What follows belongs to an exercise in optimizing a design on an open flow for small area; a production flow would make more cautious choices.
No functional check of the RTL was part of this run.
Power is estimated from default activity; no workload was simulated.

<file path="flow/flow/my_synth.tcl">
# The standard flow's synthesis script (synth_recipe.tcl) with two changes: ABC runs
# flow/area.abc (area-oriented mapping) instead of ORFS's script, and
# extract_fa (half/full-adder extraction) is skipped.
proc abc {args} {
  set i [lsearch -exact $args -script]
  if { $i >= 0 } {
    lset args [expr { $i + 1 }] $::env(MY_FLOW_DIR)/area.abc
  }
  puts "abc (area script): $args"
  yosys abc {*}$args
}
proc extract_fa {args} {
  puts "extract_fa skipped"
}
source $::env(MY_FLOW_DIR)/../synth_recipe.tcl
</file>
<file path="flow/design.v">
`timescale 1ns/1ps
module vga_pic(e_q, lo_q, seg_q, a_q, b_q, e_d, lo_d, seg_d, a_d, b_d, hsync, vsync, pix);
  input e_q;
  wire e_q;
  input [5:0] lo_q;
  wire [5:0] lo_q;
  input [3:0] seg_q;
  wire [3:0] seg_q;
  input [7:0] a_q;
  wire [7:0] a_q;
  input [1:0] b_q;
  wire [1:0] b_q;
  output e_d;
  wire e_d;
  output [5:0] lo_d;
  wire [5:0] lo_d;
  output [3:0] seg_d;
  wire [3:0] seg_d;
  output [7:0] a_d;
  wire [7:0] a_d;
  output [1:0] b_d;
  wire [1:0] b_d;
  output hsync;
  wire hsync;
  output vsync;
  wire vsync;
  output pix;
  wire pix;
  wire _000_;
  wire _001_;
  wire _002_;
  wire _003_;
  wire _004_;
  wire _005_;
  wire _006_;
  wire _007_;
  wire _008_;
  wire _009_;
  wire _010_;
  wire _011_;
  wire _012_;
  wire _013_;
  wire _014_;
  wire _015_;
  wire _016_;
  wire _017_;
  wire _018_;
  wire _019_;
  wire _020_;
  wire _021_;
  wire _022_;
  wire _023_;
  wire _024_;
  wire _025_;
  wire _026_;
  wire _027_;
  wire _028_;
  wire _029_;
  wire _030_;
  wire _031_;
  wire _032_;
  wire _033_;
  wire _034_;
  wire _035_;
  wire _036_;
  wire _037_;
  wire _038_;
  wire _039_;
  wire _040_;
  wire _041_;
  wire _042_;
  wire _043_;
  wire _044_;
  wire _045_;
  wire _046_;
  wire _047_;
  wire _048_;
  wire _049_;
  wire _050_;
  wire _051_;
  wire _052_;
  wire _053_;
  wire _054_;
  wire _055_;
  wire _056_;
  wire _057_;
  wire _058_;
  wire _059_;
  wire _060_;
  wire _061_;
  wire _062_;
  wire _063_;
  wire _064_;
  wire _065_;
  wire _066_;
  wire _067_;
  wire _068_;
  wire _069_;
  wire _070_;
  wire _071_;
  wire _072_;
  wire _073_;
  wire _074_;
  wire _075_;
  wire _076_;
  wire _077_;
  wire _078_;
  wire _079_;
  wire _080_;
  wire _081_;
  wire _082_;
  wire _083_;
  wire _084_;
  wire _085_;
  wire _086_;
  wire _087_;
  wire _088_;
  wire _089_;
  wire _090_;
  wire _091_;
  wire _092_;
  wire _093_;
  wire _094_;
  wire _095_;
  wire _096_;
  wire _097_;
  wire _098_;
  wire _099_;
  wire _100_;
  wire _101_;
  wire _102_;
  wire _103_;
  wire _104_;
  wire _105_;
  wire _106_;
  wire _107_;
  wire _108_;
  wire _109_;
  wire _110_;
  wire _111_;
  wire _112_;
  wire _113_;
  wire _114_;
  wire _115_;
  wire _116_;
  wire _117_;
  wire _118_;
  wire _119_;
  wire _120_;
  wire _121_;
  wire _122_;
  wire _123_;
  wire _124_;
  wire _125_;
  wire _126_;
  wire _127_;
  wire _128_;
  wire _129_;
  wire _130_;
  wire _131_;
  wire _132_;
  wire _133_;
  wire _134_;
  wire _135_;
  wire _136_;
  wire _137_;
  wire _138_;
  wire _139_;
  wire _140_;
  wire _141_;
  wire _142_;
  wire _143_;
  wire _144_;
  wire _145_;
  wire _146_;
  wire _147_;
  wire _148_;
  wire _149_;
  wire _150_;
  wire _151_;
  wire _152_;
  wire _153_;
  wire _154_;
  wire _155_;
  wire [7:0] a;
  wire [7:0] a_n;
  wire [1:0] b;
  wire [1:0] b_n;
  wire e;
  wire e_n;
  wire [5:0] lo;
  wire [5:0] lo_n;
  wire [3:0] seg;
  wire [3:0] seg_n;
  wire [7:0] \u.a ;
  wire [7:0] \u.a_n ;
  wire [1:0] \u.b ;
  wire [1:0] \u.b_n ;
  wire \u.e ;
  wire \u.e_n ;
  wire \u.hsync ;
  wire [5:0] \u.lo ;
  wire [6:0] \u.lo_i ;
  wire [5:0] \u.lo_n ;
  wire \u.pix ;
  wire \u.right ;
  wire [3:0] \u.seg ;
  wire [4:0] \u.seg_i ;
  wire [3:0] \u.seg_n ;
  wire \u.vsync ;
  assign _110_ = lo_q[5] & ~(lo_q[4]);
  assign _111_ = ~seg_q[0];
  assign _112_ = _110_ & ~(_111_);
  assign _113_ = lo_q[2] & ~(lo_q[1]);
  assign _114_ = lo_q[0] & ~(e_q);
  assign _115_ = ~(_113_ & _114_);
  assign _116_ = lo_q[3] & ~(_115_);
  assign _117_ = _112_ & _116_;
  assign _118_ = _117_ & ~(seg_q[1]);
  assign seg_d[2] = _118_ ^ seg_q[2];
  assign _119_ = _118_ & seg_q[2];
  assign seg_d[3] = _119_ ^ seg_q[3];
  assign _120_ = lo_q[1] & ~(_114_);
  assign _121_ = ~(seg_q[3] & seg_q[2]);
  assign _122_ = _121_ | seg_q[1];
  assign _123_ = ~_110_;
  assign _124_ = ~(_122_ | _123_);
  assign _125_ = lo_q[3] & lo_q[2];
  assign _126_ = ~(_124_ & _125_);
  assign _127_ = _114_ & ~(lo_q[1]);
  assign _128_ = ~(_126_ & _127_);
  assign lo_d[1] = _120_ | ~(_128_);
  assign _129_ = ~a_q[4];
  assign _130_ = ~a_q[2];
  assign _131_ = a_q[1] & ~(a_q[0]);
  assign _132_ = b_q[0] | ~(a_q[7]);
  assign _133_ = _131_ & ~(_132_);
  assign _134_ = a_q[4] & ~(a_q[3]);
  assign _135_ = a_q[3] & ~(a_q[4]);
  assign _136_ = a_q[0] & ~(a_q[1]);
  assign _137_ = ~((_133_ & _134_) | (_135_ & _136_));
  assign _138_ = _130_ & ~(_137_);
  assign _139_ = a_q[5] | ~(a_q[6]);
  assign _140_ = _138_ & ~(_139_);
  assign _141_ = _122_ | ~(_117_);
  assign _142_ = b_q[1] & ~(_141_);
  assign _143_ = _140_ & _142_;
  assign _144_ = a_q[4] & ~(_143_);
  assign _145_ = ~_136_;
  assign _146_ = _142_ & ~(_145_);
  assign _147_ = _146_ & ~(a_q[2]);
  assign _148_ = ~(_147_ & a_q[3]);
  assign a_d[4] = _148_ ? _144_ : _129_;
  assign a_d[2] = _146_ ^ a_q[2];
  assign _149_ = ~a_q[0];
  assign _150_ = _149_ & ~(_140_);
  assign _151_ = _150_ | ~(_142_);
  assign _152_ = _142_ & ~(_149_);
  assign _153_ = ~a_q[1];
  assign a_d[1] = _153_ ? _152_ : _151_;
  assign _154_ = _116_ & ~(lo_q[4]);
  assign lo_d[5] = _154_ ^ lo_q[5];
  assign _155_ = _116_ & ~(_123_);
  assign seg_d[0] = _155_ ^ seg_q[0];
  assign e_d = ~e_q;
  assign _000_ = ~(b_q[0] | b_q[1]);
  assign b_d[0] = _141_ ? b_q[0] : _000_;
  assign a_d[3] = _147_ ^ a_q[3];
  assign _001_ = a_q[5] | a_q[4];
  assign _002_ = _001_ | _148_;
  assign _003_ = ~a_q[6];
  assign a_d[6] = ~((_002_ & _003_) | _143_);
  assign lo_d[0] = ~(lo_q[0] ^ e_q);
  assign _004_ = _127_ | lo_q[2];
  assign _005_ = ~((_155_ | _115_) & _004_);
  assign lo_d[2] = _141_ & ~(_005_);
  assign _006_ = ~(_124_ & _111_);
  assign _007_ = _115_ & ~(lo_q[3]);
  assign lo_d[3] = ~((_006_ & _116_) | _007_);
  assign b_d[1] = _141_ ? b_q[1] : b_q[0];
  assign a_d[0] = _142_ ? _150_ : a_q[0];
  assign a_d[7] = _143_ ^ a_q[7];
  assign _008_ = ~b_q[1];
  assign _009_ = a_q[6] | a_q[7];
  assign _010_ = _008_ & ~(_009_);
  assign _011_ = a_q[0] | a_q[1];
  assign _012_ = ~(_011_ | _001_);
  assign _013_ = ~(a_q[2] | a_q[3]);
  assign _014_ = ~(_012_ & _013_);
  assign vsync = _010_ & ~(_014_);
  assign _015_ = ~lo_q[3];
  assign _016_ = _015_ & ~(_113_);
  assign _017_ = _016_ | ~(_112_);
  assign _018_ = seg_q[2] | seg_q[1];
  assign _019_ = _018_ | seg_q[3];
  assign hsync = _017_ & ~(_019_);
  assign _020_ = _000_ & _131_;
  assign _021_ = ~(_020_ & a_q[2]);
  assign _022_ = ~((_021_ & a_q[3]) | _129_);
  assign _023_ = ~(lo_q[5] ^ lo_q[4]);
  assign _024_ = lo_q[3] ^ lo_q[5];
  assign _025_ = lo_q[3] ^ lo_q[2];
  assign _026_ = ~(_024_ | _025_);
  assign _027_ = _023_ & ~(_026_);
  assign _028_ = ~lo_q[0];
  assign _029_ = lo_q[1] & ~(lo_q[2]);
  assign _030_ = ~(_029_ & lo_q[3]);
  assign _031_ = _028_ & ~(_030_);
  assign _032_ = b_q[0] | ~(b_q[1]);
  assign _033_ = _136_ & ~(_032_);
  assign _034_ = ~((_027_ | _031_) & (_020_ | _033_));
  assign _035_ = ~((_022_ & _034_) | seg_q[1]);
  assign _036_ = _031_ | b_q[1];
  assign _037_ = ~(b_q[0] & a_q[2]);
  assign _038_ = _036_ & ~(_037_);
  assign _039_ = _033_ | _130_;
  assign _040_ = _136_ & ~(_027_);
  assign _041_ = ~((_039_ | _040_) & _135_);
  assign _042_ = lo_q[5] & ~(lo_q[1]);
  assign _043_ = ~((_042_ & _125_) | _110_);
  assign _044_ = ~(lo_q[3] | lo_q[5]);
  assign _045_ = ~lo_q[5];
  assign _046_ = ~((_029_ & _044_) | (_045_ & lo_q[4]));
  assign _047_ = a_q[4] ? _046_ : _043_;
  assign _048_ = a_q[2] & ~(a_q[3]);
  assign _049_ = ~((_000_ | _145_) & _048_);
  assign _050_ = _047_ & _049_;
  assign _051_ = ~((_038_ | _041_) & _050_);
  assign _052_ = _035_ & ~(_051_);
  assign _053_ = _024_ & ~(_008_);
  assign _054_ = ~(lo_q[0] ^ a_q[0]);
  assign _055_ = ~((_053_ & _030_) | _054_);
  assign _056_ = lo_q[5] ^ lo_q[1];
  assign _057_ = a_q[1] & ~(_056_);
  assign _058_ = _056_ & ~(a_q[1]);
  assign _059_ = ~(_057_ | _058_);
  assign _060_ = ~(a_q[1] ^ lo_q[1]);
  assign _061_ = lo_q[0] ? a_q[0] : _060_;
  assign _062_ = ~_061_;
  assign _063_ = ~((_059_ | _028_) & (_032_ | _062_));
  assign _064_ = ~(_055_ | _063_);
  assign _065_ = ~(_024_ & b_q[0]);
  assign _066_ = _065_ | _031_;
  assign _067_ = ~(_131_ & _015_);
  assign _068_ = ~(_029_ | _113_);
  assign _069_ = _060_ | lo_q[0];
  assign _070_ = ~((_067_ | _068_) & (_069_ | a_q[0]));
  assign _071_ = _066_ & ~(_070_);
  assign _072_ = _024_ | ~(a_q[3]);
  assign _073_ = ~(lo_q[2] ^ lo_q[5]);
  assign _074_ = _073_ ^ a_q[2];
  assign _075_ = _072_ & ~(_074_);
  assign _076_ = _057_ | ~(_061_);
  assign _077_ = _076_ & ~(_058_);
  assign _078_ = lo_q[0] | ~(lo_q[2]);
  assign _079_ = _078_ | _129_;
  assign _080_ = ~((_079_ & _026_) | (_024_ & _013_));
  assign _081_ = ~((_075_ | _077_) & _080_);
  assign _082_ = ~((_064_ & _071_) | _081_);
  assign _083_ = _074_ & _025_;
  assign _084_ = _077_ & ~(_083_);
  assign _085_ = ~((_084_ | _129_) & (_025_ | a_q[3]));
  assign _086_ = ~(_043_ & seg_q[1]);
  assign _087_ = _046_ & ~(_086_);
  assign _088_ = ~_087_;
  assign _089_ = ~((_082_ & _085_) | _088_);
  assign _090_ = ~((_052_ | _089_) & _111_);
  assign _091_ = lo_q[3] & ~(_029_);
  assign _092_ = ~((lo_q[2] | lo_q[0]) & _091_);
  assign _093_ = lo_q[2] & lo_q[0];
  assign _094_ = _093_ | ~(_016_);
  assign _095_ = lo_q[4] ? _094_ : _092_;
  assign _096_ = ~((_095_ & _035_) | (_041_ & _087_));
  assign _097_ = ~((_008_ | a_q[0]) & _138_);
  assign _098_ = ~(a_q[7] & a_q[5]);
  assign _099_ = _098_ | a_q[6];
  assign _100_ = seg_q[2] | ~(seg_q[3]);
  assign _101_ = _099_ | _100_;
  assign _102_ = ~((_134_ & a_q[2]) | _101_);
  assign _103_ = ~((_023_ | _024_) & _102_);
  assign _104_ = _097_ & ~(_103_);
  assign _105_ = ~((_096_ | _111_) & _104_);
  assign pix = _090_ & ~(_105_);
  assign _106_ = _129_ & ~(_148_);
  assign _107_ = ~a_q[5];
  assign a_d[5] = ~((_106_ | _107_) & _002_);
  assign _108_ = ~(_117_ ^ seg_q[1]);
  assign seg_d[1] = _122_ & ~(_108_);
  assign _109_ = _116_ ^ lo_q[4];
  assign lo_d[4] = _109_ & ~(_124_);
  assign \u.right  = lo_q[5];
  assign { \u.seg_i [3:2], \u.seg_i [0] } = { seg_d[3:2], seg_d[0] };
  assign { \u.lo_i [5], \u.lo_i [0] } = { lo_d[5], lo_d[0] };
  assign \u.pix  = pix;
  assign \u.vsync  = vsync;
  assign \u.hsync  = hsync;
  assign \u.b_n  = b_d;
  assign \u.a_n  = { a_d[7:6], a_n[5:4], a_d[3], a_n[2:1], a_d[0] };
  assign \u.seg_n  = { seg_d[3:2], seg_n[1], seg_d[0] };
  assign \u.lo_n  = { lo_d[5], lo_n[4], lo_d[3:2], lo_n[1], lo_d[0] };
  assign \u.e_n  = e_q;
  assign \u.b  = b_q;
  assign \u.a  = { a_q[7:6], a[5:4], a_q[3], a[2:1], a_q[0] };
  assign \u.seg  = { seg_q[3:2], seg[1], seg_q[0] };
  assign \u.lo  = { lo_q[5], lo[4], lo_q[3:2], lo[1], lo_q[0] };
  assign \u.e  = e_d;
  assign b_n = b_d;
  assign { a_n[7:6], a_n[3], a_n[0] } = { a_d[7:6], a_d[3], a_d[0] };
  assign { seg_n[3:2], seg_n[0] } = { seg_d[3:2], seg_d[0] };
  assign { lo_n[5], lo_n[3:2], lo_n[0] } = { lo_d[5], lo_d[3:2], lo_d[0] };
  assign e_n = e_q;
  assign b = b_q;
  assign { a[7:6], a[3], a[0] } = { a_q[7:6], a_q[3], a_q[0] };
  assign { seg[3:2], seg[0] } = { seg_q[3:2], seg_q[0] };
  assign { lo[5], lo[3:2], lo[0] } = { lo_q[5], lo_q[3:2], lo_q[0] };
  assign e = e_d;
endmodule
`timescale 1ns/1ps
module vga_colorbar(
    input  wire        sys_clk,
    input  wire        sys_rst_n,
    output wire        hsync,
    output wire        vsync,
    output wire [15:0] rgb
);
reg        e_q;
reg [5:0]  lo_q;
reg [3:0]  seg_q;
reg [7:0]  a_q;
reg [1:0]  b_q;
wire       e_d;
wire [5:0] lo_d;
wire [3:0] seg_d;
wire [7:0] a_d;
wire [1:0] b_d;
wire       pix;
vga_pic logic_inst (
    .e_q(e_q), .lo_q(lo_q), .seg_q(seg_q), .a_q(a_q), .b_q(b_q),
    .e_d(e_d), .lo_d(lo_d), .seg_d(seg_d), .a_d(a_d), .b_d(b_d),
    .hsync(hsync), .vsync(vsync), .pix(pix)
);
always @(posedge sys_clk or negedge sys_rst_n) begin
    if (!sys_rst_n) begin
        e_q   <= 1'b0;
        lo_q  <= 6'd0;
        seg_q <= 4'd0;
        a_q   <= 8'd0;
        b_q   <= 2'd0;
    end else begin
        e_q   <= e_d;
        lo_q  <= lo_d;
        seg_q <= seg_d;
        a_q   <= a_d;
        b_q   <= b_d;
    end
end
assign rgb = {16{pix}};
endmodule
</file>
<file path="flow/flow/area.abc">
strash
dch -f
amap
topo
</file>
<file path="flow/flow/run.sh">
#!/bin/bash
# Layout flow: the standard flow (standard.sh), with two changes:
#  - synthesis is the standard flow's own script (synth_recipe.tcl), except that ABC maps
#    the logic with an area-oriented script (area.abc) instead of ORFS's
#    delay-oriented one, and Yosys's half/full-adder extraction is skipped so
#    that ABC sees all the logic; the registers, their names and cell types
#    are those of the standard synthesis;
#  - the port buffers are sky130_fd_sc_hd__buf_1.
# ORFS writes each tool's log under orfs/logs; make's output is in flow_make.log.
set -euo pipefail
W=$(pwd)
export MY_FLOW_DIR="$W/flow"
bash standard.sh "SYNTH_SCRIPT=$W/flow/my_synth.tcl" \
    "BUFFER_PORTS_ARGS=-buffer_cell sky130_fd_sc_hd__buf_1" finish > "$W/flow_make.log" 2>&1
</file>
<file path="flow/constraint.sdc">
create_clock -name core_clock -period 20.0 [get_ports {sys_clk}]
set_input_delay 4.0000 -clock core_clock [delete_from_list [all_inputs] [get_ports {sys_clk}]]
set_output_delay 4.0000 -clock core_clock [all_outputs]
set_load 0.01 [all_outputs]
</file>
<file path="flow/config.mk">
export PLATFORM = sky130hd
export DESIGN_NAME = vga_colorbar
export DESIGN_NICKNAME = vga_colorbar
export VERILOG_FILES = /design/flow/design.v
export SDC_FILE = /design/flow/constraint.sdc
export NUM_CORES = 4
export LEC_CHECK = 0
export CAP_MARGIN = 20
export CORE_AREA = 2.3 2.72 59.8 59.84
export DIE_AREA = 0 0 62 62
export PLACE_DENSITY = 0.9
export SLEW_MARGIN = 20
</file>
<file path="flow/standard.sh">
#!/bin/bash
# synth_recipe.tcl (not shown) runs the flow's synth.tcl, then flattens the netlist and writes it again
# the make line also repeats each setting of config.mk as NAME=value (left out here)
make -C /OpenROAD-flow-scripts/flow DESIGN_CONFIG=/design/flow/config.mk WORK_HOME=/design/flow/orfs CLKGATE_MAP_FILE= SYNTH_SCRIPT=/design/flow/synth_recipe.tcl "${@:-finish}"
</file>
==> run notes <==
-- worst register-to-register path: cells and delay by family (launching register included) --
kind	cells	cell delay, ns
and+or+nand+nor	13	2.30
AOI/OAI and AO/OA	1	0.17
DFF	1	0.40
buffers and inverters	6	0.87
-- registers in the layout, summed over array words and instances (netlist names) --
name,flops
seg_q,4
e_q,1
b_q,2
a_q,8
lo_q,6
-- cell type report --
type	instances	area (um2)
fill	354	1820
sequential	21	526
tap	46	57.6
clock inverter	1	5.00
inverter	29	109
clock buffer	3	22.5
multi-input combinational	127	663
timing repair buffer	20	82.6
-- placed cells by master (no fill, tap or decap), types with 2 or more instances in the layout --
master	count
nor4_1	2
a31oi_1	4
o21ai_0	14
nand4_1	2
o22ai_1	10
nor3_1	5
nand3_1	4
nand2_1	16
o211ai_1	2
a21oi_1	10
clkbuf_4	3
clkinv_1	29
or3_1	3
o221ai_1	2
nor2_1	37
o21a_1	2
buf_1	19
o31ai_1	2
dfrtp_1	21
-- final timing paths --
path / startpoint / endpoint / slack [ns] / cells past startpoint
worst max-delay path: lo_q[5] / rgb[10] / 12.84 / 12
worst min-delay path: e_q / e_q / 0.51 / 1
worst max register to register: lo_q[0] / a_q[5] / 16.17 / 20
worst min register to register: e_q / e_q / 0.51 / 1
max in group asynchronous: sys_rst_n / lo_q[4] / 15.88 / 2
min in group asynchronous: sys_rst_n / a_q[1] / 3.62 / 1
-- power by group --
part / internal (mW) / leakage, nW / total, mW / switching (mW)
Sequential: 0.0424 / 0.268 / 0.0424 / 0
Combinational: 0.000234 / 0.276 / 0.00111 / 0.000880
Clock: 0.00744 / 0.0177 / 0.0199 / 0.0125
Total: 0.0501 / 0.561 / 0.0635 / 0.0134
-- synth_stat cells (all sizes together), types with 3 or more instances --
| library cell | instances | area (um2) |
|---|---|---|
| nand3 | 4 | 20.0 |
| nor3 | 6 | 30.0 |
| buf | 16 | 120 |
| a31oi | 4 | 25.0 |
| or3 | 3 | 18.8 |
| o21ai | 14 | 70.1 |
| dfrtp | 21 | 526 |
| nand2 | 16 | 60.1 |
| o22ai | 10 | 62.6 |
| clkinv | 29 | 109 |
| nor2 | 37 | 139 |
| a21oi | 10 | 50.1 |
-- stage by stage --
stage	setup slack, ns	cells	utilization, %	hold WS (ns)	cell area, um2
5_1_grt	12.42	247	44.6	0.547	1470
4_1_cts	12.47	247	44.5	0.509	1460
2_1_floorplan	13.09	193	-	0.459	1410
6_report	12.84	247	44.6	0.511	1470
3_5_place_dp	12.83	243	43.6	0.482	1430
3_3_place_gp	13.02	242	43.3	0.474	1420
-- cells by family (layout without fill, tap and decap cells) --
kind of cell	Yosys count	after routing	synth area share (%)
AOI/OAI and AO/OA	56	56	25.4
DFF	21	21	37.2
and+or+nand+nor	71	71	21.2
buffers and inverters	45	53	16.2
-- per-layer routing --
metal  vias to the layer above  share of wire [%]  GRT usage [%]
li1                        691                  -              -
met1                       607                 46           27.1
met2                        73                 46           28.6
met3                         4                6.9           2.48
met4                         0                1.9           6.99
met5                         -                  0              0
==> qor.yml <==
run_status:
  status: "timing/DRC/antenna clean"
timing:
  fin_tns_setup_ns: 0
  tightest_slew_ns: 0.670
  max_freq_ghz: 0.140
  clock_skew_ns: 0.00729
  rsz0062_at_grt: "no"
  setup_viol: 0
  finalCriticalPeriod_ns: 7.16
  hold_viol: 0
  relSlewSlack_pct: 55.1
  finalCritPeriodShare_pct: 35.8
  slew_viol_final: 0
global_route:
  grt-ovfl-total: 0
  grt_max_degree: 17
  grt_pass1_vias: 1147
  grt_antenna_before_repair: 0
  grt_pass1_wl_mm: 5.31
  grt_use_total_pct: 18.8
logic_synthesis:
  async_flop_share_pct: 100
  syn_area_mm2: 0.00141
  synthFlopType: "dfrtp_1"
  avgSynthCellArea_um2: 7.32
  yosysWarnings: 1
  ys_seq_elements: 21
  synth-edff-count: 0
  syn_inst: 193
  synth.distinct_cells: 29
  syn-num-nets: 195
  synth_seq_area_share_pct: 37.2
final_layout:
  synthToLayoutAreaGrowth_pct: 3.72
  drive_gt1_share_pct: 2.99
  final_nets: 204
  antenna_cells: 0
worst_setup_path:
  required_ns: 16.00
  cp_num_buf_inv: 3
  crit_type: "flop to primary output"
  cpLargestDelayFamily: "simple AND/OR/NAND/NOR gates"
  critPathMaxFanout: 16
  critical_path.max_stage_delay_ns: 0.52
  crit_path_top_delay_cell: "nor3_2"
  worstPathArrival_ns: 3.17
  worstSetupStartpointType: "flop"
  cp-end-kind: "primary output"
  cp_common_cell: "nor2_1"
  path_cells: "clkinv_1, nor2_1, clkinv_1, o21ai_0, nor2_1, or3_1, a31oi_1, a221o_1, o21a_1, nor2_1, nor3_2, buf_1"
clock_network:
  clk_pin_slew_ns: 0.11
  tritoncts: "built"
  cts_resized: 0
  hold_buffers: 0
  clockBufferDepth: 2
  clk_latency_ns: 0.30
  cts.sinks: 21
  cts_setup_buffers: 0
  cts_made_buffers: 3
  clockRootBuffer: "clkbuf_4"
  htree_levels: 1
run:
  cap_violations: 0
die:
  core-area_mm2: 0.00328
  dieArea_mm2: 0.00384
  die_h_um: 62
  start_util_pct: 43.0
  die_w_um: 62
  ios: 20
  rows: 21
route:
  route.detailed.drc: 0
  vias: 1375
  wl_mm: 3.30
  dr.pass1.iters: 5
  via_per_inst: 5.57
  drt_first_iter_violations: 81
  ant_nets: 0
  routedWlPerCell_um: 13.4
placement:
  dpl.hpwl_mm: 2.65
  io_buffers: 19
  gp_congestion: 0.925
power:
  max-vdd-ir-drop_mv: 0.0196
  p_total_uw: 63.5
  powerDensity_mw_per_mm2: 43.3
  p_leak_nw: 0.561
min_path:
  hp-class: "flop to flop"

## port drivers added, routing unchanged
Ports are ideal in the flow. The routed layout listed here was re-timed in OpenROAD. Step 1 assumes that a clkbuf_16 drives the clock port and a buf_2 every other input. Step 2 moves the port delays by t, midway between the first and last clock arrival at a register: inputs arrive t later, outputs are due t later. That takes back most of the time a late clock gives input paths. a / b / c = ideal ports / drivers / drivers and shift; a / b = the first two.
t, ns: 0.321
setup slack, ns: 12.835 / 12.807 / 13.128
worst data-port slew with drivers (ns): 0.03
After both steps this run still meets setup and hold. For this run, drivers alone change the setup slack by -0.028 ns; drivers and shift together by +0.293 ns.
